This is an optimization exercise on Yosys and OpenROAD, whose aim is small area, a short achievable clock period and few clock cycles, not a production implementation.
In this exercise RTL edits were held to simulation tests only and were not proved equivalent to the original.
Power figures rest on the tool's default switching activity, not on a simulated workload.

### config.mk
export PLATFORM = sky130hd
export DESIGN_NAME = CVP14
export DESIGN_NICKNAME = CVP14
export VERILOG_FILES = /design/flow/design.v
export SDC_FILE = /design/flow/constraint.sdc
export NUM_CORES = 8
export LEC_CHECK = 0
export ABC_AREA = 1
export CAP_MARGIN = 50
export CORE_MARGIN = 2
export CORE_UTILIZATION = 70
export CTS_CLUSTER_DIAMETER = 120
export CTS_CLUSTER_SIZE = 24
export SLEW_MARGIN = 50
### constraint.sdc
create_clock -name core_clock -period 20.0 [get_ports {Clk1}]
set_input_delay 4.0000 -clock core_clock [delete_from_list [all_inputs] [get_ports {Clk1}]]
set_output_delay 4.0000 -clock core_clock [all_outputs]
set_load 0.01 [all_outputs]
### design.v
module fadd_a(input [15:0] a, input [15:0] b, output [45:0] p);
  wire [4:0] ea = a[14:10], eb = b[14:10];
  wire sa = a[15], sb = b[15];
  wire [4:0] d = ea - eb;
  wire swap = (eb > ea);
  wire sub = sa ^ sb;
  wire [4:0] E0 = swap ? eb : ea;
  wire [10:0] ma = {|ea, a[9:0]}, mb = {|eb, b[9:0]};
  wire [10:0] mbig = swap ? mb : ma;
  wire [10:0] msml = swap ? ma : mb;
  wire [25:0] al = {msml, 15'b0} >> d;
  wire spec = (&ea) | (&eb);
  wire sign = spec ? ((&ea) ? sa : sb) : (swap ? sb : sa);
  assign p = {spec, sign, E0, sub, mbig, al, sub & (|al[14:0])};
endmodule
module fadd_b(input [45:0] p, output [23:0] q);
  wire spec = p[45], sign = p[44];
  wire [4:0] E0 = p[43:39];
  wire sub = p[38];
  wire [10:0] mbig = p[37:27];
  wire [25:0] al = p[26:1];
  wire borrow = p[0];
  wire [14:0] x = al[14:0];
  wire [11:0] yv = {sub, al[25:15] ^ {11{sub}}};
  wire [12:0] sum = {1'b0, mbig, 1'b1} + {yv, sub & ~borrow};
  wire [11:0] hi = sum[12:1];
  wire z13 = (x[12:0] == 13'd0);
  wire o13 = (x[12:0] == 13'h1FFF);
  wire c14 = ~x[13] & z13;
  wire s13 = sub ? (~x[13] ^ z13) : x[13];
  wire s14 = sub ? (~x[14] ^ c14) : x[14];
  wire or121 = sub ? ~(z13 | o13) : (|x[12:1]);
  wire and121 = sub ? ((x[12:0] == 13'd1) | (x[12:0] == 13'd2)) : (&x[12:1]);
  assign q = {spec, sign, E0, hi, s14, s13, or121, and121, x[0]};
endmodule
module fadd_c(input [23:0] p, output [15:0] y);
  wire spec = p[23], sign = p[22];
  wire [4:0] E0 = p[21:17];
  wire [13:0] H = p[16:3];      
  wire or121 = p[2], and121 = p[1], s0 = p[0];
  wire [11:0] U = H[13:2];      
  wire s14 = H[1], s13 = H[0];
  wire or13_1 = s13 | or121;
  wire or13_0 = s13 | or121 | s0;
  wire or12_0 = or121 | s0;
  wire all14_0 = s14 & s13 & and121 & s0;
  wire all14_1 = s14 & s13 & and121;
  wire [4:0] Ep1 = E0 + 5'd1, Ep2 = E0 + 5'd2, Ep3 = E0 + 5'd3;
  wire e28 = (E0 >= 5'd28), e29 = (E0 >= 5'd29), e30 = (E0 == 5'd30);
  wire cZ = (U == 12'd0);
  wire cO = U[11];
  wire cN = ~U[11] & U[10];
  wire [9:0] frO = U[10:1];
  wire condO = U[0] & (s14 | or13_1 | U[1]);
  wire cyO = U[0] & all14_1;
  wire all1O = &frO, zeroO = (frO == 10'd0);
  wire [9:0] frOi = frO + 10'd1;
  wire [9:0] frN = U[9:0];
  wire condN = s14 & (or13_0 | U[0]);
  wire cyN = all14_0;
  wire all1N = &frN, zeroN = (frN == 10'd0);
  wire [9:0] frNi = frN + 10'd1;
  reg [3:0] lz;
  always @(*)
    casez (U[9:0])
      10'b1?????????: lz = 4'd1;
      10'b01????????: lz = 4'd2;
      10'b001???????: lz = 4'd3;
      10'b0001??????: lz = 4'd4;
      10'b00001?????: lz = 4'd5;
      10'b000001????: lz = 4'd6;
      10'b0000001???: lz = 4'd7;
      10'b00000001??: lz = 4'd8;
      10'b000000001?: lz = 4'd9;
      default:        lz = 4'd10;
    endcase
  wire [11:0] X = {U[9:0], s14, s13} << (lz - 4'd1);
  wire [9:0] frL = X[10:1];
  wire condL = U[9] & s13 & (or12_0 | s14);
  wire bumpL = condL & (U[8:0] == 9'd0) & ~s14;
  reg [4:0] EL;
  always @(*)
    casez (U[9:0])
      10'b1?????????: EL = bumpL ? E0 : E0 - 5'd1;
      10'b01????????: EL = E0 - 5'd2;
      10'b001???????: EL = E0 - 5'd3;
      10'b0001??????: EL = E0 - 5'd4;
      10'b00001?????: EL = E0 - 5'd5;
      10'b000001????: EL = E0 - 5'd6;
      10'b0000001???: EL = E0 - 5'd7;
      10'b00000001??: EL = E0 - 5'd8;
      10'b000000001?: EL = E0 - 5'd9;
      default:        EL = E0 - 5'd10;
    endcase
  reg [4:0] E; reg [9:0] F; reg ovf;
  always @(*) begin
    if (cZ) begin
      E = all14_0 ? 5'd22 : 5'd0; F = 10'd0; ovf = 1'b0;
    end else if (cO) begin
      if (cyO & all1O) begin E = Ep3; F = 10'd0; ovf = e28; end
      else if (condO & zeroO & ~cyO) begin E = Ep2; F = frO; ovf = e29; end
      else begin E = Ep1; F = cyO ? frOi : frO; ovf = e30; end
    end else if (cN) begin
      if (cyN & all1N) begin E = Ep2; F = 10'd0; ovf = e29; end
      else if (condN & zeroN & ~cyN) begin E = Ep1; F = frN; ovf = e30; end
      else begin E = E0; F = cyN ? frNi : frN; ovf = 1'b0; end
    end else begin
      E = EL; F = frL; ovf = 1'b0;
    end
  end
  assign y = (spec | ovf) ? {sign, 5'b11111, 10'd0} : {sign, E, F};
endmodule
module fmul_a(input [15:0] a, input [15:0] b, output [66:0] p);
  wire [4:0] ea = a[14:10], eb = b[14:10];
  wire zero = (ea == 5'd0 && a[9:0] == 10'd0) || (eb == 5'd0 && b[9:0] == 10'd0);
  wire [10:0] ma = {1'b1, a[9:0]}, mb = {1'b1, b[9:0]};
  wire [13:0] pp0 = ma * mb[2:0];
  wire [13:0] pp1 = ma * mb[5:3];
  wire [13:0] pp2 = ma * mb[8:6];
  wire [12:0] pp3 = ma * mb[10:9];
  wire ga = ea > 5'd15, gb = eb > 5'd15;
  wire [4:0] ea1 = ea - 5'd15, eb1 = eb - 5'd15;
  reg [5:0] s0, s1;
  always @(*) begin
    if (ga & gb) begin
      s0 = {1'b0, ea1} + {1'b0, eb1};
      s1 = {1'b0, ea1} + {1'b0, eb1} + 6'd1;
    end else if (ga) begin
      s0 = {1'b0, ea1} - {1'b0, eb};
      s1 = s0;
    end else if (gb) begin
      s0 = {1'b0, eb1} - {1'b0, ea};
      s1 = s0;
    end else begin
      s0 = 6'b110001;
      s1 = 6'b110001;
    end
  end
  wire [5:0] t0 = s0 + 6'd15, t1 = s1 + 6'd15;
  wire [4:0] x0 = t0[5] ? 5'b11111 : t0[4:0];
  wire [4:0] x1 = t1[5] ? 5'b11111 : t1[4:0];
  assign p = {zero, a[15] ^ b[15], x1, x0, pp3, pp2, pp1, pp0};
endmodule
module fmul_b(input [66:0] p, output [23:0] q);
  wire [21:0] prod = {p[54:42], 9'd0} + {2'd0, p[41:28], 6'd0} + {5'd0, p[27:14], 3'd0} + {8'd0, p[13:0]};
  assign q = {p[66:55], prod[21:10]};
endmodule
module fmul_c(input [23:0] p, output [15:0] y);
  wire zero = p[23], sign = p[22];
  wire [4:0] x1 = p[21:17], x0 = p[16:12];
  wire [11:0] ph = p[11:0];    
  assign y = zero ? 16'd0 : (ph[11] ? {sign, x1, ph[10:1]} : {sign, x0, ph[9:0]});
endmodule
module ScalarRegFile (clk, rst, ra1, ra2, rd1, rd2,
                      bw_en, bw_hi, bw_dst, bw_data,
                      ww_lo, ww_hi, ww_dst, ww_data, r7_en, r7_data);
  input clk, rst;
  input [2:0] ra1, ra2;
  output [15:0] rd1, rd2;
  input bw_en, bw_hi;
  input [2:0] bw_dst;
  input [7:0] bw_data;
  input ww_lo, ww_hi;
  input [2:0] ww_dst;
  input [15:0] ww_data;
  input r7_en;
  input [15:0] r7_data;
  wire [15:0] regs [0:7];
  assign rd1 = regs[ra1];
  assign rd2 = regs[ra2];
  genvar g;
  generate
    for (g = 0; g < 8; g = g + 1) begin : entry
      reg [15:0] q;
      assign regs[g] = q;
      always @(posedge clk)
        if (rst)
          q <= 16'h0000;
        else begin
          if (ww_lo && ww_dst == g)              q[7:0] <= ww_data[7:0];
          else if (g == 7 && r7_en)              q[7:0] <= r7_data[7:0];
          else if (bw_en && !bw_hi && bw_dst == g) q[7:0] <= bw_data;
          if (ww_hi && ww_dst == g)              q[15:8] <= ww_data[15:8];
          else if (g == 7 && r7_en)              q[15:8] <= r7_data[15:8];
          else if (bw_en && bw_hi && bw_dst == g)  q[15:8] <= bw_data;
        end
    end
  endgenerate
endmodule
module VectorRegFile (clk, we_l, wd_l, we_a, wd_a, heads, taps);
  input clk;
  input [7:0] we_l, we_a;
  input [15:0] wd_l, wd_a;
  output [127:0] heads;
  output [127:0] taps;                 
  genvar g;
  generate
    for (g = 0; g < 8; g = g + 1) begin : entry
      reg [255:0] q;
      wire [255:0] rot = {q[15:0], q[255:16]};
      always @(posedge clk)
        q <= {rot[255:240], we_l[g] ? wd_l : rot[239:224], rot[223:192],
              we_a[g] ? wd_a : rot[191:176], rot[175:0]};
      assign heads[16*g +: 16] = q[15:0];
      assign taps[16*g +: 16] = q[143:128];
    end
  endgenerate
endmodule
module CVP14(output [15:0] Addr, output RD, output WR, output V, output [15:0] dataOut,
             input Reset, input Clk1, input [15:0] DataIn);
localparam QD = 4;                   
localparam CK = 3;                   
localparam FQ = 11;                  
localparam MU_IDLE = 2'd0, MU_VLD = 2'd1, MU_VSTW = 2'd2, MU_VSTR = 2'd3;
localparam AU_VADD = 2'd0, AU_VDOT = 2'd1, AU_SMUL = 2'd2;
function ok_add;
  input [15:0] x;
  ok_add = (x[14:0] == 15'd0) | (x[14:10] >= 5'd10 && x[14:10] <= 5'd27);
endfunction
function [4:0] emax;
  input [4:0] m;
  input [15:0] x;
  emax = (x[14:10] > m) ? x[14:10] : m;
endfunction
function ok_mul;
  input [4:0] ea, eb;
  ok_mul = (ea != 5'd31) & (eb != 5'd31) & ({1'b0, ea} + {1'b0, eb} <= 6'd44);
endfunction
reg rst;
always @(posedge Clk1) rst <= Reset;
reg [3:0] ph;                        
reg [7:0] zf;                        
reg [7:0] sa;                        
reg [4:0] mx [0:7];                  
reg [15:0] addr_q, dout_q;
reg rd_q, wr_q, v_q, vflag;
reg [15:0] q [0:QD-1];
reg [QD:0] qs;                       
reg [15:0] ir_pc, fpc, fpc1;         
reg f_act;                           
wire [15:0] ir = q[0];
wire ir_v = ~qs[0];
reg [1:0] mu_st;
reg [3:0] mu_cnt;
reg [15:0] base;
reg [2:0] mu_reg;
reg mu_tap;                          
reg ld_now, ld_last;                 
reg l_oka;
reg [4:0] l_mx;
reg [15:0] ld1;
reg ld1_v, ld_first, ld1_first, ld1_last;
reg [2:0] ld1_r;
reg sl_v, sl_wlo, sl_whi;
reg sl_known, sl_safe_q, sl_fp_q;    
reg [4:0] sl_bnd_q;                  
reg [4:0] sl_mxa_q, sl_mxb_q;        
reg sl_b1, sl_bv;
reg [15:0] sl_pc;
reg [1:0] sl_op;
reg [2:0] sl_ra, sl_rb, sl_rd;
reg [15:0] sl_sc;
reg rd_busy, rd_act, vdot_wait, rd_us;
reg rd_tap;                          
reg [1:0] rd_op;
reg [2:0] rd_ra, rd_rb, rd_rd;
reg [3:0] rd_cnt;
reg [4:1] sv, sfirst, slast, sus;
reg [1:0] sop [1:4];
reg [2:0] srd [1:4];
reg [15:0] x1, y1;
reg [45:0] fa_p;
reg [23:0] fb_p;
reg [66:0] ma_p;
reg [23:0] mb_p;
reg [15:0] wres;
reg a_oka;
reg [4:0] a_mx;
reg ldf_v, ldf_oka;                  
reg [2:0] ldf_r;
reg [4:0] ldf_mx;
reg f5_v, f5_oka;                    
reg [2:0] f5_rd;
reg [4:0] f5_mx;
reg us_busy, us_fin, us_vdot, ovf;
reg [15:0] fq [0:FQ-1];
reg [3:0] fq_wp, fq_rp, fq_cnt;
reg [15:0] np;                       
reg np_v;
reg [15:0] acc;
reg [4:0] acc_k;
reg [1:0] acc_st;                    
reg vd_pend, vd_wlo, vd_whi, vd_wr;
reg [2:0] vd_rd;
reg nx_v, nx_wlo, nx_whi;             
reg [2:0] nx_rd;
reg [45:0] ca_p;
reg [23:0] cb_p;
integer k;
wire [3:0] op = ir[15:12];
wire is_vadd = (op == 4'd0);
wire is_vdot = (op == 4'd1);
wire is_smul = (op == 4'd2);
wire is_sst  = (op == 4'd3);
wire is_vld  = (op == 4'd4);
wire is_vst  = (op == 4'd5);
wire is_sll  = (op == 4'd6);
wire is_slh  = (op == 4'd7);
wire is_j    = (op == 4'd8);
wire is_au = is_vadd | is_vdot | is_smul;
wire is_mu = is_sst | is_vld | is_vst;
wire [2:0] f_d = ir[11:9], f_a = ir[8:6], f_b = ir[5:3];
wire [15:0] rx, ry;
wire [127:0] heads, taps;
wire redirect = us_fin & ovf;
wire blocking_us = us_busy & ~(us_fin & ~ovf);        
wire s4_vec = sv[4] & (sop[4] != AU_VDOT);
function pend_w;
  input [2:0] r;
  pend_w = rd_busy & (rd_op != AU_VDOT) & (rd_rd == r);
endfunction
function au_wpend;
  input [2:0] r;
  au_wpend = (rd_busy & (rd_op != AU_VDOT) & (rd_rd == r)) |
             (sv[1] & (sop[1] != AU_VDOT) & (srd[1] == r)) |
             (sv[2] & (sop[2] != AU_VDOT) & (srd[2] == r)) |
             (sv[3] & (sop[3] != AU_VDOT) & (srd[3] == r)) |
             (s4_vec & (srd[4] == r)) | (f5_v & (f5_rd == r));
endfunction
function sl_w;
  input [2:0] r;
  sl_w = sl_v & (sl_op != AU_VDOT) & (sl_rd == r);
endfunction
function sl_r;
  input [2:0] r;
  sl_r = sl_v & ((sl_ra == r) | ((sl_op != AU_SMUL) & (sl_rb == r)));
endfunction
function flags_pend;
  input [2:0] r;
  flags_pend = au_wpend(r) | (vld_act & (mu_reg == r)) | (ld1_v & (ld1_r == r)) | (ldf_v & (ldf_r == r));
endfunction
function pend_s;
  input [2:0] r;
  pend_s = (vd_pend & (vd_wlo | vd_whi) & (vd_rd == r)) |
           (nx_v & (nx_wlo | nx_whi) & (nx_rd == r)) |
           (sl_v & (sl_op == AU_VDOT) & (sl_wlo | sl_whi) & (sl_rd == r));
endfunction
wire mu_free = (mu_st == MU_IDLE);
wire vld_act = (mu_st == MU_VLD) | ld_now;            
wire sl_haz = (vld_act & (mu_reg == sl_ra | (mu_reg == sl_rb & (sl_op != AU_SMUL)))) |
              (((mu_st == MU_VSTW) | ((mu_st == MU_VSTR) & mu_tap)) & (mu_reg == sl_rd) & (sl_op != AU_VDOT));
wire wait_rd_d = (vdot_wait | (rd_busy & rd_tap)) & (rd_ra == f_d | rd_rb == f_d);
wire sl_safe = (sl_op == AU_VADD) ? (sa[sl_ra] & sa[sl_rb]) :
               (sl_op == AU_VDOT) ? ok_mul(mx[sl_ra], mx[sl_rb]) :
                                    ok_mul(mx[sl_ra], sl_sc[14:10]);
wire [4:0] sl_mxa = sl_mxa_q;
wire [4:0] sl_mxb = sl_mxb_q;
wire [4:0] sl_mxab = (sl_mxa > sl_mxb) ? sl_mxa : sl_mxb;
wire [5:0] sl_sum = {1'b0, sl_mxa} + {1'b0, sl_mxb};
wire [5:0] sl_add3 = {1'b0, sl_mxab} + 6'd3;
wire [5:0] sl_m14 = sl_sum - 6'd14;
wire [4:0] sl_bound = (sl_mxab == 5'd31) ? 5'd31 :
                      (sl_op == AU_VADD) ? ((sl_add3 >= 6'd31) ? 5'd31 : sl_add3[4:0]) :
                      (sl_sum < 6'd14 || sl_m14 <= {1'b0, sl_mxab}) ? sl_mxab :
                      (sl_m14 >= 6'd31) ? 5'd31 : sl_m14[4:0];
wire sl_fp = flags_pend(sl_ra) | ((sl_op != AU_SMUL) & flags_pend(sl_rb));
wire sl_ok = sl_known & sl_safe_q;
wire blocking = blocking_us | (sl_v & ~sl_ok);
wire vd_chain = vd_pend & ~nx_v & ~vd_wr & (acc_k >= 5'd16 - CK) & sl_safe_q;
wire sl_start = sl_v & sl_known & ~rd_busy & ~sl_haz & ((sl_op != AU_VDOT) | ~vd_pend | vd_chain) & (sl_safe_q | ~sl_fp_q);
reg issue_ok;
always @(*) begin
  if (is_au)       issue_ok = ~sl_v & (~is_smul | ~pend_s(f_b));
  else if (is_vld) issue_ok = mu_free & ~pend_s(f_a) & ~pend_w(f_d) & ~wait_rd_d & ~sl_r(f_d) & ~sl_w(f_d);
  else if (is_vst) issue_ok = mu_free & ~ld_now & ~pend_s(f_a) & ~pend_w(f_d) & ~sl_w(f_d);
  else if (is_sst) issue_ok = mu_free & ~pend_s(f_a) & ~pend_s(f_d);
  else issue_ok = 1'b1;
end
wire issue = ir_v & ~blocking & ~redirect & issue_ok;
wire au_issue = issue & is_au;
wire mu_issue = issue & is_mu;
wire sll_vd = issue & is_sll & vd_pend & (vd_rd == f_d);
wire slh_vd = issue & is_slh & vd_pend & (vd_rd == f_d);
wire sll_nx = issue & is_sll & nx_v & (nx_rd == f_d);
wire slh_nx = issue & is_slh & nx_v & (nx_rd == f_d);
wire sll_sl = issue & is_sll & sl_v & (sl_op == AU_VDOT) & (sl_rd == f_d);
wire slh_sl = issue & is_slh & sl_v & (sl_op == AU_VDOT) & (sl_rd == f_d);
wire r7_en = redirect & ~(us_vdot & vd_rd == 3'd7);
wire r7_vd = r7_en & vd_pend & (vd_rd == 3'd7);
wire r7_nx = r7_en & nx_v & (nx_rd == 3'd7);
ScalarRegFile srf(.clk(Clk1), .rst(rst),
                  .ra1(f_a), .ra2(is_smul ? f_b : f_d), .rd1(rx), .rd2(ry),
                  .bw_en(issue & (is_sll | is_slh)), .bw_hi(is_slh), .bw_dst(f_d), .bw_data(ir[7:0]),
                  .ww_lo(vd_wr & vd_wlo & ~sll_vd & ~r7_vd), .ww_hi(vd_wr & vd_whi & ~slh_vd & ~r7_vd),
                  .ww_dst(vd_rd), .ww_data(acc),
                  .r7_en(r7_en), .r7_data(sl_pc));    
wire [7:0] we_l = ld1_v ? (8'd1 << ld1_r) : 8'd0;
wire [7:0] we_a = s4_vec ? (8'd1 << srd[4]) : 8'd0;
VectorRegFile vrf(.clk(Clk1), .we_l(we_l), .wd_l(ld1), .we_a(we_a), .wd_a(wres), .heads(heads), .taps(taps));
wire [2:0] sel_a = rd_busy ? rd_ra : sl_ra;
wire [2:0] sel_b = rd_busy ? rd_rb : sl_rb;
wire [2:0] sel_c = mu_free ? f_d : mu_reg;
wire tap_now;
wire [15:0] va = zf[sel_a] ? 16'd0 : (tap_now ? taps[16*sel_a +: 16] : heads[16*sel_a +: 16]);
wire [15:0] vb = zf[sel_b] ? 16'd0 : (tap_now ? taps[16*sel_b +: 16] : heads[16*sel_b +: 16]);
wire c_tap = (mu_st == MU_VSTR) ? mu_tap : ph[3];
wire [15:0] vc = zf[sel_c] ? 16'd0 : (c_tap ? taps[16*sel_c +: 16] : heads[16*sel_c +: 16]);
wire [1:0] i_op = is_vadd ? AU_VADD : (is_vdot ? AU_VDOT : AU_SMUL);
wire sl_vdot = (sl_op == AU_VDOT);
wire first_read = (sl_start & (~sl_vdot | ph[2:0] == 3'd0)) | (vdot_wait & ph[2:0] == 3'd0);
wire read_now = first_read | rd_act;
wire read_last = rd_act & (rd_cnt == 4'd15);
wire [1:0] cur_op = sl_start ? sl_op : rd_op;
wire [2:0] cur_rd = sl_start ? sl_rd : rd_rd;
assign tap_now = rd_act ? rd_tap : (ph[3] & (vdot_wait | sl_vdot));
wire [45:0] fa_pn;
wire [23:0] fb_pn;
wire [66:0] ma_pn;
wire [23:0] mb_pn;
wire [15:0] fc_y, mc_y;
fadd_a ua1(.a(x1), .b(y1), .p(fa_pn));
fadd_b ua2(.p(fa_p), .q(fb_pn));
fadd_c ua3(.p(fb_p), .y(fc_y));
fmul_a um1(.a(x1), .b(y1), .p(ma_pn));
fmul_b um2(.p(ma_p), .q(mb_pn));
fmul_c um3(.p(mb_p), .y(mc_y));
always @(posedge Clk1) begin
  if (rst) begin
    rd_busy <= 1'b0; rd_act <= 1'b0; vdot_wait <= 1'b0; sl_v <= 1'b0; rd_tap <= 1'b0;
    sv <= 4'd0;
    us_busy <= 1'b0; us_fin <= 1'b0; ovf <= 1'b0;
  end else begin
    if (us_fin) begin us_fin <= 1'b0; us_busy <= 1'b0; end
    else if (sv[4] & slast[4] & sus[4]) us_fin <= 1'b1;
    if (sl_start) sl_v <= 1'b0;
    sl_known <= sl_v & ~sl_start;
    sl_safe_q <= sl_safe;
    sl_mxa_q <= mx[sl_ra];
    sl_mxb_q <= (sl_op == AU_SMUL) ? sl_sc[14:10] : mx[sl_rb];
    sl_bnd_q <= sl_bound;
    sl_b1 <= sl_v & ~sl_start;
    sl_bv <= sl_b1 & sl_v & ~sl_start;
    sl_fp_q <= sl_fp;
    if (sll_sl) sl_wlo <= 1'b0;
    if (slh_sl) sl_whi <= 1'b0;
    if (au_issue) sl_v <= 1'b1;
    if (~sl_v & ~blocking_us) begin
      sl_op <= i_op; sl_ra <= f_a; sl_rb <= f_b; sl_rd <= f_d; sl_sc <= ry; sl_pc <= ir_pc;
      sl_wlo <= 1'b1; sl_whi <= 1'b1;
    end
    if (sl_start) begin
      rd_busy <= 1'b1;
      rd_op <= sl_op; rd_ra <= sl_ra; rd_rb <= sl_rb; rd_rd <= sl_rd; rd_us <= ~sl_safe_q;
      if (~sl_safe_q) begin
        us_busy <= 1'b1; us_vdot <= sl_vdot; ovf <= 1'b0;
      end
      vdot_wait <= sl_vdot & (ph[2:0] != 3'd0);
    end
    if (vdot_wait & ph[2:0] == 3'd0) vdot_wait <= 1'b0;
    if (first_read) begin rd_act <= 1'b1; rd_cnt <= 4'd1; rd_tap <= ph[3] & (cur_op == AU_VDOT); end
    else if (rd_act) begin rd_cnt <= rd_cnt + 4'd1; if (rd_cnt == 4'd15) rd_act <= 1'b0; end
    if (read_last) rd_busy <= 1'b0;
    sv <= {sv[3:1], read_now};
    if (sv[4] & (wres == 16'h7C00)) ovf <= 1'b1;
  end
end
always @(posedge Clk1) begin
  if (read_now) begin
    x1 <= va;
    if (cur_op != AU_SMUL) y1 <= vb;
    else if (sl_start) y1 <= sl_sc;
  end
  sfirst <= {sfirst[3:1], first_read};
  slast <= {slast[3:1], read_last};
  sus <= {sus[3:1], sl_start ? ~sl_safe_q : rd_us};
  sop[1] <= cur_op; sop[2] <= sop[1]; sop[3] <= sop[2]; sop[4] <= sop[3];
  srd[1] <= cur_rd; srd[2] <= srd[1]; srd[3] <= srd[2]; srd[4] <= srd[3];
  fa_p <= fa_pn;
  fb_p <= fb_pn;
  ma_p <= ma_pn;
  mb_p <= mb_pn;
  wres <= (sop[3] == AU_VADD) ? fc_y : mc_y;
  if (s4_vec) begin
    a_oka <= (a_oka | sfirst[4]) & ok_add(wres);
    a_mx <= emax(sfirst[4] ? 5'd0 : a_mx, wres);
  end
end
wire push = sv[4] & (sop[4] == AU_VDOT);
wire fq_has = (fq_cnt != 4'd0);
wire step = vd_pend & np_v & (acc_st == 2'd0) & (acc_k != 5'd16);
wire np_load_q = step & fq_has;                        
wire np_load_p = push & (step ? ~fq_has : ~np_v);       
wire fq_push = push & ~np_load_p;
wire [45:0] ca_pn;
wire [23:0] cb_pn;
wire [15:0] cc_y;
fadd_a uc1(.a(acc), .b(np), .p(ca_pn));
fadd_b uc2(.p(ca_p), .q(cb_pn));
fadd_c uc3(.p(cb_p), .y(cc_y));
always @(posedge Clk1) begin
  if (rst) begin
    vd_pend <= 1'b0; acc_st <= 2'd0; vd_wr <= 1'b0; np_v <= 1'b0; nx_v <= 1'b0;
  end else begin
    if (sll_vd | r7_vd) vd_wlo <= 1'b0;
    if (slh_vd | r7_vd) vd_whi <= 1'b0;
    if (sll_nx | r7_nx) nx_wlo <= 1'b0;
    if (slh_nx | r7_nx) nx_whi <= 1'b0;
    if (sl_start & sl_vdot & vd_pend) begin
      nx_v <= 1'b1; nx_rd <= sl_rd; nx_wlo <= sl_wlo & ~sll_sl; nx_whi <= sl_whi & ~slh_sl;
    end
    if (vd_wr & nx_v) begin
      nx_v <= 1'b0; vd_rd <= nx_rd; vd_wlo <= nx_wlo & ~sll_nx & ~r7_nx; vd_whi <= nx_whi & ~slh_nx & ~r7_nx;
    end
    if (sl_start & sl_vdot & ~vd_pend) begin
      vd_pend <= 1'b1; vd_rd <= sl_rd; vd_wlo <= sl_wlo & ~sll_sl; vd_whi <= sl_whi & ~slh_sl;
      acc_k <= 5'd0; fq_cnt <= 4'd0; fq_wp <= 4'd0; fq_rp <= 4'd0; np_v <= 1'b0;
    end else begin
      if (fq_push) fq_wp <= (fq_wp == FQ - 1) ? 4'd0 : fq_wp + 4'd1;
      if (np_load_q) fq_rp <= (fq_rp == FQ - 1) ? 4'd0 : fq_rp + 4'd1;
      fq_cnt <= fq_cnt + {3'd0, fq_push} - {3'd0, np_load_q};
      if (step) acc_k <= acc_k + 5'd1;
      else if (vd_wr) acc_k <= 5'd0;
      if (np_load_q | np_load_p) np_v <= 1'b1;
      else if (step) np_v <= 1'b0;
    end
    acc_st <= {acc_st[0], step & (acc_k != 5'd0)};
    vd_wr <= acc_st[1] & (acc_k == 5'd16);
    if (vd_wr & ~nx_v) vd_pend <= 1'b0;
  end
end
always @(posedge Clk1) begin
  if (fq_push) fq[fq_wp] <= wres;
  if (np_load_q) np <= fq[fq_rp];
  else if (np_load_p) np <= wres;
  ca_p <= ca_pn;
  cb_p <= cb_pn;
  if (step & (acc_k == 5'd0)) acc <= np;
  else if (acc_st[1]) acc <= cc_y;
end
wire [3:0] eoff0 = is_vld ? ph + 4'd1 : 4'd0;
wire [6:0] soff = {ir[5], ir[5:0]} + {3'd0, eoff0};
wire [7:0] an_lo = {1'b0, rx[6:0]} + {1'b0, soff};
wire [8:0] an_hm = rx[15:7] - 9'd1, an_hp = rx[15:7] + 9'd1;
wire [8:0] an_hi = soff[6] ? (an_lo[7] ? rx[15:7] : an_hm) : (an_lo[7] ? an_hp : rx[15:7]);
wire [15:0] addr_now = {an_hi, an_lo[6:0]};
wire [15:0] base_now = rx + {{10{ir[5]}}, ir[5:0]};
reg c_port, c_rd, c_wr, c_ld, c_ld_last;
reg [3:0] c_eoff, c_cnt;
reg [1:0] c_st;
always @(*) begin
  c_port = 1'b0; c_rd = 1'b0; c_wr = 1'b0; c_ld = 1'b0; c_ld_last = 1'b0;
  c_eoff = 4'd0; c_st = mu_st; c_cnt = mu_cnt;
  case (mu_st)
    MU_VLD: begin
      c_port = 1'b1; c_rd = 1'b1; c_ld = 1'b1; c_eoff = ph + 4'd1;
      c_cnt = mu_cnt + 4'd1;
      if (mu_cnt == 4'd15) begin c_st = MU_IDLE; c_ld_last = 1'b1; end
    end
    MU_VSTW:
      if (ph[2:0] == 3'd0) begin
        c_port = 1'b1; c_wr = 1'b1; c_st = MU_VSTR;
      end
    MU_VSTR: begin
      c_port = 1'b1; c_wr = 1'b1; c_eoff = {ph[3] ^ mu_tap, ph[2:0]};
      if (ph[2:0] == 3'd7 && (ph[3] ^ mu_tap)) c_st = MU_IDLE;
    end
    default: ;
  endcase
end
wire [15:0] c_addr = base + {12'd0, c_eoff};
wire i_port = is_vld | is_sst | (is_vst & (ph[2:0] == 3'd0));
wire [1:0] i_st = is_vld ? MU_VLD : (is_vst ? ((ph[2:0] == 3'd0) ? MU_VSTR : MU_VSTW) : MU_IDLE);
wire n_mu_port = mu_issue ? i_port : c_port;
wire n_mu_rd = mu_issue ? is_vld : c_rd;
wire n_mu_wr = mu_issue ? (is_sst | is_vst) : c_wr;
wire n_ld = mu_issue ? is_vld : c_ld;
wire n_ld_last = ~mu_issue & c_ld_last;
wire [1:0] n_mu_st = mu_issue ? i_st : c_st;
wire [3:0] n_mu_cnt = mu_issue ? 4'd1 : c_cnt;
wire [15:0] n_dout = (mu_issue & is_sst) ? ry : vc;
wire [15:0] n_mu_addr = mu_issue ? addr_now : c_addr;
wire flush = redirect | (issue & is_j);
wire [15:0] jt = ir_pc + {{4{ir[11]}}, ir[11:0]};
wire [15:0] jt1 = ir_pc + {{4{ir[11]}}, ir[11:0]} + 16'd1;
wire [15:0] target = redirect ? 16'hFFF0 : jt;
wire [15:0] target1 = redirect ? 16'hFFF1 : jt1;
wire [15:0] target2 = target1 + 16'd1;
wire [15:0] fpc2 = fpc1 + 16'd1;
wire arrive = f_act & ~flush;
wire [QD:0] qs_a = arrive ? {qs[QD-1:0], 1'b0} : qs;           
wire [QD:0] qs_b = arrive ? qs : {1'b0, qs[QD:1]};             
wire [QD:0] n_qs = flush ? {{QD{1'b0}}, 1'b1} : (issue ? qs_b : qs_a);
wire room_a = ~qs_a[QD];
wire f_if_issue = ~c_port & ~(is_mu & i_port);        
wire f_no_issue = ~c_port & (redirect | room_a);
wire n_f_act = issue ? f_if_issue : f_no_issue;
wire [15:0] fetch_addr = flush ? target : fpc;
wire n_vflag = redirect | (vflag & ~issue);
always @(posedge Clk1) begin
  if (rst) begin
    ph <= 4'd0;
    zf <= 8'hFF; sa <= 8'hFF;
    for (k = 0; k < 8; k = k + 1) begin mx[k] <= 5'd0; end
    ldf_v <= 1'b0;
    qs <= {{QD{1'b0}}, 1'b1}; ir_pc <= 16'd0; fpc <= 16'd1; fpc1 <= 16'd2; f_act <= 1'b1;
    addr_q <= 16'd0; rd_q <= 1'b1; wr_q <= 1'b0; v_q <= 1'b0; vflag <= 1'b0;
    mu_st <= MU_IDLE; ld_now <= 1'b0; ld_last <= 1'b0; ld1_v <= 1'b0; ld1_last <= 1'b0;
    f5_v <= 1'b0;
  end else begin
    ph <= ph + 4'd1;
    qs <= n_qs;
    ir_pc <= flush ? target : (issue ? ir_pc + 16'd1 : ir_pc);
    fpc <= flush ? (n_f_act ? target1 : target) : (n_f_act ? fpc1 : fpc);
    fpc1 <= flush ? (n_f_act ? target2 : target1) : (n_f_act ? fpc2 : fpc1);
    f_act <= n_f_act;
    addr_q <= n_mu_port ? n_mu_addr : fetch_addr;
    rd_q <= n_mu_port ? n_mu_rd : n_f_act;
    wr_q <= n_mu_port & n_mu_wr;
    vflag <= n_vflag;
    v_q <= n_vflag & ~n_mu_port & n_f_act;    
    mu_st <= n_mu_st; mu_cnt <= n_mu_cnt;
    ld_now <= n_ld; ld_last <= n_ld_last;
    ld1_v <= ld_now; ld1_r <= mu_reg;
    ld_first <= mu_issue & is_vld;
    ld1_first <= ld_first; ld1_last <= ld_last;
    if (ld1_v) begin
      l_oka <= (l_oka | ld1_first) & ok_add(ld1);
      l_mx <= emax(ld1_first ? 5'd0 : l_mx, ld1);
    end
    if (ld_last) zf[mu_reg] <= 1'b0;
    ldf_v <= ld1_last & ~au_wpend(ld1_r) & ~sl_w(ld1_r);
    ldf_r <= ld1_r;
    ldf_oka <= (l_oka | ld1_first) & ok_add(ld1);
    ldf_mx <= emax(ld1_first ? 5'd0 : l_mx, ld1);
    if (ldf_v & ~au_wpend(ldf_r) & ~sl_w(ldf_r)) begin
      sa[ldf_r] <= ldf_oka;
      mx[ldf_r] <= ldf_mx;
    end
    f5_v <= s4_vec & slast[4];
    f5_rd <= srd[4];
    f5_oka <= (a_oka | sfirst[4]) & ok_add(wres);
    f5_mx <= emax(sfirst[4] ? 5'd0 : a_mx, wres);
    if (f5_v & ~((rd_busy & (rd_op != AU_VDOT) & (rd_rd == f5_rd)) |
                 (sv[1] & (sop[1] != AU_VDOT) & (srd[1] == f5_rd)) |
                 (sv[2] & (sop[2] != AU_VDOT) & (srd[2] == f5_rd)) |
                 (sv[3] & (sop[3] != AU_VDOT) & (srd[3] == f5_rd)) |
                 (s4_vec & (srd[4] == f5_rd)) |
                 (vld_act & (mu_reg == f5_rd)) | (ld1_v & (ld1_r == f5_rd)) | sl_w(f5_rd))) begin
      sa[f5_rd] <= f5_oka;
      mx[f5_rd] <= f5_mx;
    end
    if (read_last & (rd_op != AU_VDOT)) zf[rd_rd] <= 1'b0;
    if (mu_issue & is_vld) begin
      sa[f_d] <= 1'b0; mx[f_d] <= 5'd31;
    end
    if (sl_start & ~sl_vdot) begin
      sa[sl_rd] <= 1'b0; mx[sl_rd] <= (sl_safe_q & sl_bv) ? sl_bnd_q : 5'd31;
    end
  end
end
wire [QD-1:0] at_a = arrive ? qs[QD-1:0] : {QD{1'b0}};
wire [QD-1:0] at_b = arrive ? qs[QD:1] : {QD{1'b0}};
always @(posedge Clk1) begin
  for (k = 0; k < QD; k = k + 1)
    if (issue ? at_b[k] : at_a[k]) q[k] <= DataIn;
    else if (issue && k < QD - 1) q[k] <= q[k + 1];
end
always @(posedge Clk1) begin
  if (mu_free) begin base <= base_now; mu_reg <= f_d; end
  if (mu_st != MU_VSTR) mu_tap <= ph[3];
  dout_q <= n_dout;
  ld1 <= DataIn;
end
assign Addr = addr_q;
assign RD = rd_q;
assign WR = wr_q;
assign V = v_q;
assign dataOut = dout_q;
endmodule
### flow/run.sh
#!/bin/bash
# Layout flow: the standard flow (standard.sh, all steps), except that
# - the buffers buffer_ports puts on every input and output port are
#   sky130_fd_sc_hd__buf_4 cells instead of the resizer's default choice;
# - after the resizer step of placement, outflops.tcl moves the buffer of
#   each output port that a flip-flop drives next to that flip-flop
#   (detailed placement then legalizes both), so the buffer, not the
#   flip-flop, drives the long wire to the edge of the die.
# - repair_timing (after placement, CTS and global routing) works to a setup
#   slack margin of 15 ns: at the design's 20 ns clock every path has far
#   more slack than that needs, so without the margin repair_timing leaves
#   the paths that set the period achieved as they are.
# - CTS puts buffers on the clock tree's wires every 150 um (CTS_BUF_DISTANCE).
# The make output goes to standard.log; ORFS keeps each step's log under orfs/logs.
set -e
export BUFFER_PORTS_ARGS="-buffer_cell sky130_fd_sc_hd__buf_4"
export POST_RESIZE_TCL="$PWD/flow/outflops.tcl"
export SETUP_SLACK_MARGIN=15
export CTS_BUF_DISTANCE=150
bash standard.sh > standard.log 2>&1
### flow/outflops.tcl
# Move the buffer of every output port that a flip-flop drives (and
# nothing else) onto that flip-flop's location; detailed placement
# legalizes them.
set block [ord::get_db_block]
set moved 0
foreach bterm [$block getBTerms] {
  if { [$bterm getIoType] != "OUTPUT" } { continue }
  set net [$bterm getNet]
  set drv {}
  foreach it [$net getITerms] { if { [$it isOutputSignal] } { lappend drv $it } }
  if { [llength $drv] != 1 } { puts "outflops: [$bterm getName] has no single driver"; continue }
  set buf [[lindex $drv 0] getInst]
  set bin {}
  foreach it [$buf getITerms] { if { [$it isInputSignal] } { lappend bin $it } }
  if { [llength $bin] != 1 } { puts "outflops: [$buf getName] is not a buffer"; continue }
  set inet [[lindex $bin 0] getNet]
  if { [llength [$inet getITerms]] != 2 || [llength [$inet getBTerms]] != 0 } {
    puts "outflops: [$bterm getName]: the buffer's input net has other loads"; continue
  }
  set ff {}
  foreach it [$inet getITerms] { if { [$it isOutputSignal] } { set ff [$it getInst] } }
  if { $ff == {} } { continue }
  set m [[$ff getMaster] getName]
  if { ![string match "*dfxtp*" $m] } { puts "outflops: [$ff getName] is $m, skipped"; continue }
  set loc [$ff getLocation]
  $buf setLocation [lindex $loc 0] [lindex $loc 1]
  incr moved
}
puts "outflops: moved $moved output buffers next to their flip-flops"
### standard.sh
#!/bin/bash
# synth_recipe.tcl (not shown) runs the flow's synth.tcl, then flattens the netlist and writes it again
# the make line also repeats each setting of config.mk as NAME=value (left out here)
make -C /OpenROAD-flow-scripts/flow DESIGN_CONFIG=/design/flow/config.mk WORK_HOME=/design/flow/orfs CLKGATE_MAP_FILE= SYNTH_SCRIPT=/design/flow/synth_recipe.tcl "${@:-finish}"
==> results of run 1 <==
[per-stage QoR]
stage / cells / power (W) / hold slack [ps] / setup WS [ps]
after floorplan: 11988 / 0.01140 / 309.6 / 15610
after global placement: 13791 / 0.01323 / 309.6 / 15160
after detailed placement: 13819 / 0.01346 / 312.1 / 15120
after CTS: 14043 / 0.01687 / 267.3 / 14670
after global routing: 14056 / 0.01784 / 274.9 / 14670
final: 14062 / 0.01718 / 275.4 / 14690
[final cells by class]
cell class              instances  area, sq um  share of cell area (%)
inverters                    1172         4422                   3.659
repair buffers                198         1763                   1.459
well taps                    2160         2703                   2.236
clock buffers                 213         4100                   3.393
clock inverters                11        150.1                  0.1242
multi-input cells            7176        39990                   33.09
diodes                          6        15.01                 0.01242
repair inverters                1        5.005                0.004141
flip-flops and latches       3125        67710                   56.02
[worst paths after layout]
path                                      end  cells past startpoint  slack (ps)
hold reg to reg   vrf.entry[4].q[138]$_DFF_P_                      0         280
setup / recovery                  dataOut[15]                      1       14690
hold / removal    vrf.entry[4].q[138]$_DFF_P_                      0         280
setup reg to reg        addr_q[14]$_SDFF_PP0_                     22       15320
[cell usage in the layout, fill, tap and decap left out, types with 47 or more instances in the layout]
| master | synthesis | layout |
|---|---|---|
| xnor2_1 | 123 | 122 |
| clkbuf_1 | 390 | 57 |
| xor2_1 | 235 | 234 |
| o22ai_1 | 179 | 176 |
| o211ai_1 | 141 | 141 |
| edfxtp_1 | 508 | 508 |
| nand4_1 | 113 | 113 |
| nor2_1 | 820 | 797 |
| buf_6 | 12 | 47 |
| inv_1 | 1106 | 1088 |
| clkbuf_16 | 0 | 155 |
| o21ai_0 | 1243 | 1231 |
| nand3_1 | 520 | 515 |
| a21oi_1 | 551 | 546 |
| fa_1 | 67 | 67 |
| a211oi_1 | 48 | 47 |
| nand2_1 | 2079 | 2071 |
| nor3_1 | 92 | 80 |
| o21bai_1 | 49 | 48 |
| inv_2 | 44 | 57 |
| ha_1 | 311 | 311 |
| a31oi_1 | 171 | 170 |
| dfxtp_1 | 2617 | 2570 |
| buf_4 | 7 | 139 |
[metal layers]
layer / vias up / GRT usage (%) / part of all wire, %
li1: 39631 / - / -
met1: 41715 / 53.29 / 38
met2: 5625 / 63.76 / 44
met3: 1390 / 8.626 / 11
met4: 14 / 22.60 / 6.4
met5: - / 0 / 0.027
[power groups by stage]
stage | sequential [W] | combinational [W] | clock, W
6_report | 0.00761 | 0.00612 | 0.00345
5_1_grt | 0.00765 | 0.00656 | 0.00363
4_1_cts | 0.00759 | 0.00584 | 0.00344
3_5_place_dp | 0.00772 | 0.00574 | 0
3_3_place_gp | 0.00771 | 0.00552 | 0
2_1_floorplan | 0.00748 | 0.00392 | 0
[timing repair]
| item | 4_1_cts | 5_1_grt |
|---|---|---|
| resized for setup | 65 | 12 |
| pin swaps | 0 | 0 |
| setup endpoints to repair | 35 | 51 |
| gates cloned | 0 | 1 |
| endpoints found under the hold margin | 0 | 0 |
[worst register-to-register path, cell delays in order (launching register included)]
cell and delay, ps:
edfxtp_1 340, buf_4 400, nand3_1 610, o21ai_0 400, a221oi_1 90, a22oi_1 470, ha_1 350, nand3_1 90
nand2_1 90, nand2_1 90, nand2_1 60, a21oi_1 230, inv_1 70, a21oi_1 140, o21bai_1 130, nor2_1 270
nand3_1 140, or2_1 240, nand2_1 70, nand2_1 50, nand3_1 90, nand3_1 90, a21oi_1 140
[logic make-up (layout without fill, tap and decap cells)]
| family | count (synthesis) | after routing | synth area share (%) |
|---|---|---|---|
| AO/OA/AOI/OAI | 2660 | 2660 | 13.44 |
| XOR/XNOR | 358 | 358 | 2.759 |
| adder cells (fa/ha/maj) | 378 | 378 | 4.604 |
| buffers and inverters | 1687 | 1595 | 5.745 |
| flip-flops | 3125 | 3125 | 59.52 |
| multiplexers | 21 | 21 | 0.1872 |
| other | 0 | 6 | 0 |
| AND/OR/NAND/NOR | 3759 | 3759 | 13.74 |
==> results.cfg, run 1 <==
[worst_setup_path]
cp-end-kind = output port
required_ps = 16000
path_cells = buf_8
crit_start = dout_q[15]$_DFF_P_
path_max_fanout = 1
timing_worst_setup_path_type = reg2out
slowest_delay_ps = 360
worstPathArrival_ps = 1310
crit_slowest_cell = dfxtp_2
crit_path_start_kind = flip-flop
rr_startpoint = q[0][7]$_DFFE_PP_
critPathTopFamily = flip-flops
critPathBufInv = 1

[global_route]
grt_pass1_vias = 85086
grt_max_degree = 130
grt_antenna_before_repair = 18
grt_pass1_wl_um = 513000
grtUsageTotal_pct = 40.84
overflow = 0

[detailed_routing]
drt-vias-per-instance = 6.285
wire_per_inst_um = 24.66
route.detailed.drc = 0
drt-total-wl_um = 346800
ant_nets = 0
vias = 88375
drt_iter0_drc = 12653
first_pass_iters = 9

[timing]
report.final.slew_viol_count = 0
worst_slew_pin_slew_ps = 847.3
rsz0062_at_grt = true
finalHoldViolCount = 0
finalSetupTns_ps = 0
relSlewSlack_pct = 43.27
fmaxAchievable_mhz = 188.2
period_minus_slack_ps = 5314
setup_viol = 0
fin_crit_sh_pct = 26.57
finClkSkew_ps = 84.85

[power_and_ir_drop]
peakVddDrop_mv = 0.2310
swShare_pct = 39.73
p_int_w = 0.01036
p_leak_nw = 49.04
p_clk_share_pct = 20.1
power.density_nw_per_um2 = 142.2
pwr-share-comb_pct = 35.6
seq_power_share_pct = 44.3
p_sw_w = 0.006826

[synth]
synth-seq-cells = 3125
yosys.area.top_type = dfxtp_1
ys.flop_type = dfxtp_1
ys_types = 74
netlist_top_cells_count = dfxtp_1, nand2_1, o21ai_0, inv_1, nor2_1
syn_nets = 12384
async_reset_ff_share_pct = 0
yosysSeqAreaShare_pct = 59.52
ys_warn_count = 8
synth_edf_count = 508
synth_area_sq_um = 113600
syn_inst = 11988
synth_top_cell_area_share_pct = 46.10
synth_most_common_cell = dfxtp_1
ys_top_cells_by_area = dfxtp_1, edfxtp_1, nand2_1, o21ai_0, inv_1
avgSynthCellArea_sq_um = 9.480

[placed_design]
placement.io_buffers = 52
place_area_sq_um = 116100
routabilityCongestion = 1.007
dp_hpwl_um = 232200

[clock_tree]
clk_pin_slew_ps = 100
cts_tree = built
post_cts_buffers = 0
cts.path.max_buffers = 4
clock_latency_ps = 830
cts_made_buffers = 152
cts-root-buf = clkbuf_16
holdBufCountCts = 0
h-tree-depth = 4
cts.sinks = 3125

[die]
floorplan.initialDensity_pct = 70.62
ios = 53
fp.dieW_um = 406.9
rows = 147
die_h_um = 406.9
core-area_sq_um = 160900
die_area_sq_um = 165600

[cells_and_area]
largest_reg_flops = 2048
fillers = 10618
finalCoreUtilization_pct = 75.09
finish.instance_area_sq_um = 120900
top_register = vrf.entry.q
area_growth_pct = 6.341
drive_gt1_share_pct = 5.447
largestRegisters = vrf.entry.q (2048), fq (176), srf.entry.q (128)
layout.nets = 12222

[job]
max_cap_violations = 0

[min_path]
hold_start = vrf.entry[4].q[154]$_DFF_P_
worstHoldPathType = reg2reg

[status]
outcome = finished clean
Testbench counts, summed over its fixed seeds: cycles 77,450.
==> run 2: changes to the inputs <==
--- a/config.mk
+++ b/config.mk
@@ -8,7 +8,7 @@
 export ABC_AREA = 1
 export CAP_MARGIN = 50
 export CORE_MARGIN = 2
-export CORE_UTILIZATION = 70
+export CORE_UTILIZATION = 45
 export CTS_CLUSTER_DIAMETER = 120
 export CTS_CLUSTER_SIZE = 24
 export SLEW_MARGIN = 50
==> results.cfg, run 2 <==
[cells_and_area]
largestRegisters = vrf.entry.q (2048), fq (176), srf.entry.q (128)
layout_commonest_cell = dfxtp_1
largest_reg_flops = 2048
area_growth_pct = 8.054
layout.nets = 12267
top_register = vrf.entry.q
drive_gt1_share_pct = 5.927
final_cell_mix = dfxtp_1, nand2_1, o21ai_0

[global_route]
top_usage_layer = met2
grt_antenna_before_repair = 26
grt_pass1_vias = 78538
grt_pass1_wl_um = 512500
grt_max_degree = 172
overflow = 0
grt_use_met2_pct = 42.70
grtUsageTotal_pct = 26.33
met1_usage_pct = 35.97
use_met3_pct = 3.200

[worst_setup_path]
crit_start = dout_q[2]$_DFF_P_
rr_startpoint = mu_st[0]$_SDFFE_PP0P_
critPathTopFamily = flip-flops
path_max_fanout = 1
timing.rr.end = y1[12]$_DFFE_PP_
crit_path_start_kind = flip-flop
slowest_delay_ps = 330
r2r_slack_ps = 15200
worstPathArrival_ps = 1260
critPathBufInv = 1
crit_slowest_cell = dfxtp_2
required_ps = 16000
cp-end-kind = output port
worstRegToRegCells = 12
path_cells = buf_6
timing_worst_setup_path_type = reg2out

[detailed_routing]
drt-vias-per-instance = 5.450
drt_iter0_drc = 8236
ant_nets = 0
drt-total-wl_um = 348700
first_pass_iters = 8
route.detailed.drc = 0
wire_per_inst_um = 22.81
vias = 83314

[clock_tree]
cts-root-buf = clkbuf_16
clk_pin_slew_ps = 90
cts.sinks = 3125
h-tree-depth = 4
cts_made_buffers = 156
cts_tree = built
clock_latency_ps = 810
holdBufCountCts = 0
cts.path.max_buffers = 4

[timing]
report.final.slew_viol_count = 0
worst_slew_pin_slew_ps = 780.8
finClkSkew_ps = 55.92
rsz0062_at_grt = true
hold_ws_ps = 301.0
period_minus_slack_ps = 5261
fmaxAchievable_mhz = 190.1
setup_viol = 0
fin_crit_sh_pct = 26.30
finalSetupTns_ps = 0
relSlewSlack_pct = 47.95
finalHoldViolCount = 0

[synth]
netlist_top_cells_count = dfxtp_1, nand2_1, o21ai_0, inv_1, nor2_1
syn_inst = 11988
avgSynthCellArea_sq_um = 9.480
ys.flop_type = dfxtp_1
ys_warn_count = 8
async_reset_ff_share_pct = 0
yosysSeqAreaShare_pct = 59.52
yosys.area.top_type = dfxtp_1
syn_nets = 12384
synth-seq-cells = 3125
ys_types = 74
ys_top_cells_by_area = dfxtp_1, edfxtp_1, nand2_1, o21ai_0, inv_1
synth_area_sq_um = 113600
synth_most_common_cell = dfxtp_1
synth_top_cell_area_share_pct = 46.10
synth_edf_count = 508

[power_and_ir_drop]
peakVddDrop_mv = 0.1290
power.density_nw_per_um2 = 140.8
p_leak_nw = 49.33

[die]
fp.dieW_um = 506.5
die_area_sq_um = 256600
die_h_um = 506.5
core-area_sq_um = 251200
ios = 53
rows = 184
floorplan.initialDensity_pct = 45.25

[status]
outcome = finished clean

[min_path]
min_path_cells = 0
holdPathEnd = vrf.entry[5].q[18]$_DFF_P_
hold_start = vrf.entry[5].q[34]$_DFF_P_
worstHoldPathType = reg2reg

[job]
max_cap_violations = 0

[placed_design]
routabilityCongestion = 0.9386
dp_hpwl_um = 244300
placement.io_buffers = 52
[run 2: cell counts after synthesis]
No cell type changed its count.
[run 2: logic make-up after synthesis]
group / Yosys count / synth area share (%)
AOI/OAI and AO/OA: 2660 / 13.44
xor gates and xnor gates: 358 / 2.759
adders and majority gates: 378 / 4.604
buffers and inverters: 1687 / 5.745
DFF: 3125 / 59.52
muxes: 21 / 0.1872
and+or+nand+nor: 3759 / 13.74
[run 2: area by class of cell]
cell class	instances	area (sq um)
Clock inverter	17	246.5
Antenna cell	9	22.52
Multi-Input combinational cell	7176	39940
Inverter	1172	4429
Clock buffer	199	4193
Sequential cell	3125	67700
Timing Repair Buffer	240	2078
Fill cell	23290	128400
Tap cell	3348	4189
[run 2: worst max-delay path by stage]
stage,endpoint,slack [ps],depth (start not counted)
after global placement,y1[14]$_DFFE_PP_,14570,11
after CTS,dataOut[2],14700,1
final,dataOut[2],14740,1
after floorplan,q[1][10]$_DFFE_PP_,15610,2
after global routing,dataOut[2],14700,1
after detailed placement,y1[14]$_DFFE_PP_,15040,13
[run 2: worst register-to-register path, cell delays in order (launching register included)]
cell	delay (ps)
dfxtp_1	430
inv_1	100
nor2_1	390
nor2_1	300
nor4_2	460
a21o_1	210
nor2_1	60
nand2_1	400
inv_2	280
o21ai_1	390
or2_4	420
nand2_2	400
o22ai_1	690
[run 2: repair_timing]
item	4_1_cts	5_1_grt
gates resized for setup	60	18
setup endpoints to repair	35	79
buffers inserted	0	5
[run 2: metrics by stage]
stage                     instances  power (W)  worst slack (ps)  utilization (%)  cell area [sq um]
after floorplan               11988    0.01140             15610                -             113600
after global placement        15009    0.01365             14570            46.71             117300
after detailed placement      15044    0.01379             15040            46.95             117900
after CTS                     15260    0.01727             14700            48.78             122500
after global routing          15278    0.01821             14700            48.88             122800
final                         15286    0.01729             14740            48.89             122800
[run 2: routing by layer]
| metal | vias to the layer above | part of all wire, % |
|---|---|---|
| li1 | 39751 | - |
| met1 | 40172 | 44 |
| met2 | 2759 | 45 |
| met3 | 616 | 6.0 |
| met4 | 16 | 4.4 |
| met5 | - | 0.031 |
[run 2: power breakdown]
group          switching (W)  internal, W
sequential          0.000468      0.00711
combinational        0.00441      0.00181
clock                0.00198      0.00152
total                0.00685       0.0104
==> run 3: changes to the inputs <==
--- a/config.mk
+++ b/config.mk
@@ -8,7 +8,8 @@
 export ABC_AREA = 1
 export CAP_MARGIN = 50
 export CORE_MARGIN = 2
-export CORE_UTILIZATION = 45
+export CORE_UTILIZATION = 50
 export CTS_CLUSTER_DIAMETER = 120
 export CTS_CLUSTER_SIZE = 24
+export PLACE_DENSITY = 0.75
 export SLEW_MARGIN = 50
==> results.cfg, run 3 <==
[synth]
synth_edf_count = 508
synth_most_common_cell = dfxtp_1
ys_types = 74
ys_warn_count = 8
async_reset_ff_share_pct = 0
synth_top_cell_area_share_pct = 46.10
syn_inst = 11988
yosysSeqAreaShare_pct = 59.52
synth_area_sq_um = 113600
ys.flop_type = dfxtp_1
yosys.area.top_type = dfxtp_1
avgSynthCellArea_sq_um = 9.480
ys_top_cells_by_area = dfxtp_1, edfxtp_1, nand2_1, o21ai_0, inv_1
syn_nets = 12384
netlist_top_cells_count = dfxtp_1, nand2_1, o21ai_0, inv_1, nor2_1
synth-seq-cells = 3125

[cells_and_area]
layout_commonest_cell = dfxtp_1
top_register = vrf.entry.q
layout.nets = 12242
final_cells = 14931
area_growth_pct = 7.427
final_cell_mix = dfxtp_1, nand2_1, o21ai_0
fillers = 19740
drive_gt1_share_pct = 5.550
largestRegisters = vrf.entry.q (2048), fq (176), srf.entry.q (128)
largest_reg_flops = 2048

[worst_setup_path]
worstPathArrival_ps = 1240
required_ps = 16000
critPathTopFamily = flip-flops
crit_slowest_cell = dfxtp_2
crit_path_start_kind = flip-flop
critPathBufInv = 1
path_cells = buf_6
path_max_fanout = 1
timing_worst_setup_path_type = reg2out
cp-end-kind = output port
slowest_delay_ps = 330

[global_route]
grt_max_degree = 97
grt_pass1_vias = 76722
grtUsageTotal_pct = 26.48
grt_antenna_before_repair = 26
overflow = 0
grt_pass1_wl_um = 471000

[timing]
setup_viol = 0
setup_ws_ps = 14760
finalHoldViolCount = 0
fmaxAchievable_mhz = 190.7
rsz0062_at_grt = true
period_minus_slack_ps = 5243
worst_slew_pin_slew_ps = 818.6
report.final.slew_viol_count = 0
fin_crit_sh_pct = 26.21
finClkSkew_ps = 65.19
relSlewSlack_pct = 45.28
finalSetupTns_ps = 0

[placed_design]
dp_hpwl_um = 216800
dpl.cell_count = 14684
routabilityCongestion = 1.023
post-place-ws_ps = 15350
placement.io_buffers = 52

[die]
die_area_sq_um = 231100
floorplan.initialDensity_pct = 50.15
rows = 175
core-area_sq_um = 226600
die_h_um = 480.8
fp.dieW_um = 480.8
ios = 53

[clock_tree]
cts.path.max_buffers = 4
clk_pin_slew_ps = 90
cts-root-buf = clkbuf_16
holdBufCountCts = 0
h-tree-depth = 4
cts_made_buffers = 155
clock_latency_ps = 800
cts.sinks = 3125
cts_tree = built

[detailed_routing]
drt-total-wl_um = 316500
first_pass_iters = 10
drt_iter0_drc = 10917
drt-vias-per-instance = 5.615
vias = 83837
wire_per_inst_um = 21.20
route.detailed.drc = 0
ant_nets = 0

[job]
max_cap_violations = 0

[power_and_ir_drop]
peakVddDrop_mv = 0.1071
power.density_nw_per_um2 = 139.3
p_leak_nw = 49.23

[min_path]
worstHoldPathType = reg2reg

[status]
outcome = finished clean
[run 3: cell counts after synthesis]
No cell type changed its count.
[run 3: what timing repair did]
action	in CTS	in global routing
setup endpoints to repair	35	44
endpoints found under the hold margin	0	0
setup buffers	0	3
resized for setup	64	9
gates cloned	0	1
[run 3: logic make-up after synthesis]
family	Yosys count	share of synthesized area, %
AND/OR/NAND/NOR	3759	13.74
flip-flops	3125	59.52
AO/OA/AOI/OAI	2660	13.44
buffers and inverters	1687	5.745
adder cells (fa/ha/maj)	378	4.604
XOR/XNOR	358	2.759
multiplexers	21	0.1872
[run 3: report_power, final]
group,total (W),internal (W),switching [W]
clock network,0.00344,0.00149,0.00195
registers,0.00756,0.00710,0.000456
logic,0.00600,0.00178,0.00422
total,0.0170,0.0104,0.00663
[run 3: metal layers]
| layer | vias up | wire, um | GRT usage [%] |
|---|---|---|---|
| li1 | 39669 | - | - |
| met5 | - | 115 | 0 |
| met3 | 788 | 31250 | 5.275 |
| met2 | 4168 | 137400 | 40.45 |
| met1 | 39198 | 130500 | 35.88 |
| met4 | 14 | 17310 | 13.04 |
[run 3: final timing paths]
path	end	cells past startpoint	slack (ps)	from
max	dataOut[6]	1	14760	dout_q[6]$_DFF_P_
min	vrf.entry[3].q[31]$_DFF_P_	0	300	vrf.entry[3].q[47]$_DFF_P_
min reg2reg	vrf.entry[3].q[31]$_DFF_P_	0	300	vrf.entry[3].q[47]$_DFF_P_
max reg2reg	base[12]$_DFFE_PP_	21	15330	q[0][6]$_DFFE_PP_
[run 3: layout make-up]
cell class	count	area, sq um	area share (%)
Inverter	1172	4420	3.621
Timing Repair inverter	1	5.005	0.004099
Sequential cell	3125	67700	55.45
Antenna cell	12	30.03	0.02460
Timing Repair Buffer	215	1851	1.516
Tap cell	3009	3765	3.084
Clock buffer	207	4180	3.424
Multi-Input combinational cell	7176	39940	32.71
Clock inverter	14	196.4	0.1609
[run 3: metrics by stage]
stage / power (W) / hold slack, ps / utilization [%] / cell area (sq um)
3_5_place_dp: 0.01345 / 312.1 / 51.74 / 117300
6_report: 0.01700 / 299.2 / 53.87 / 122100
4_1_cts: 0.01685 / 301.1 / 53.75 / 121800
2_1_floorplan: 0.01140 / 309.6 / - / 113600
3_3_place_gp: 0.01333 / 309.5 / 51.55 / 116800
5_1_grt: 0.01782 / 305.7 / 53.87 / 122100

-- re-timing with driven ports --
In the flow no input, the clock included, has a driving cell. The finished layouts below were timed again as built, in two steps. Step 1: set_driving_cell puts a clkbuf_16 on Clk1 and a buf_2 on each other input, an assumption about the parent block. Step 2 also shifts input and output timing later by t, the mid clock arrival at the registers, as if the neighbouring blocks saw the same clock. Slacks: ideal / step 1 / step 2; pairs: ideal / step 1.
run	shift t [ns]	slack for setup (ns)	worst setup path at the end	slew at the worst register clock pin (ns)
run 1	0.873	14.686 / 14.599 / 15.071	input to register	0.11 / 0.11
run 2	0.870	14.739 / 14.651 / 15.204	register to register	0.11 / 0.11
run 3	0.862	14.757 / 14.667 / 15.327	register to register	0.11 / 0.11
After both steps setup and hold are still met in every run listed.
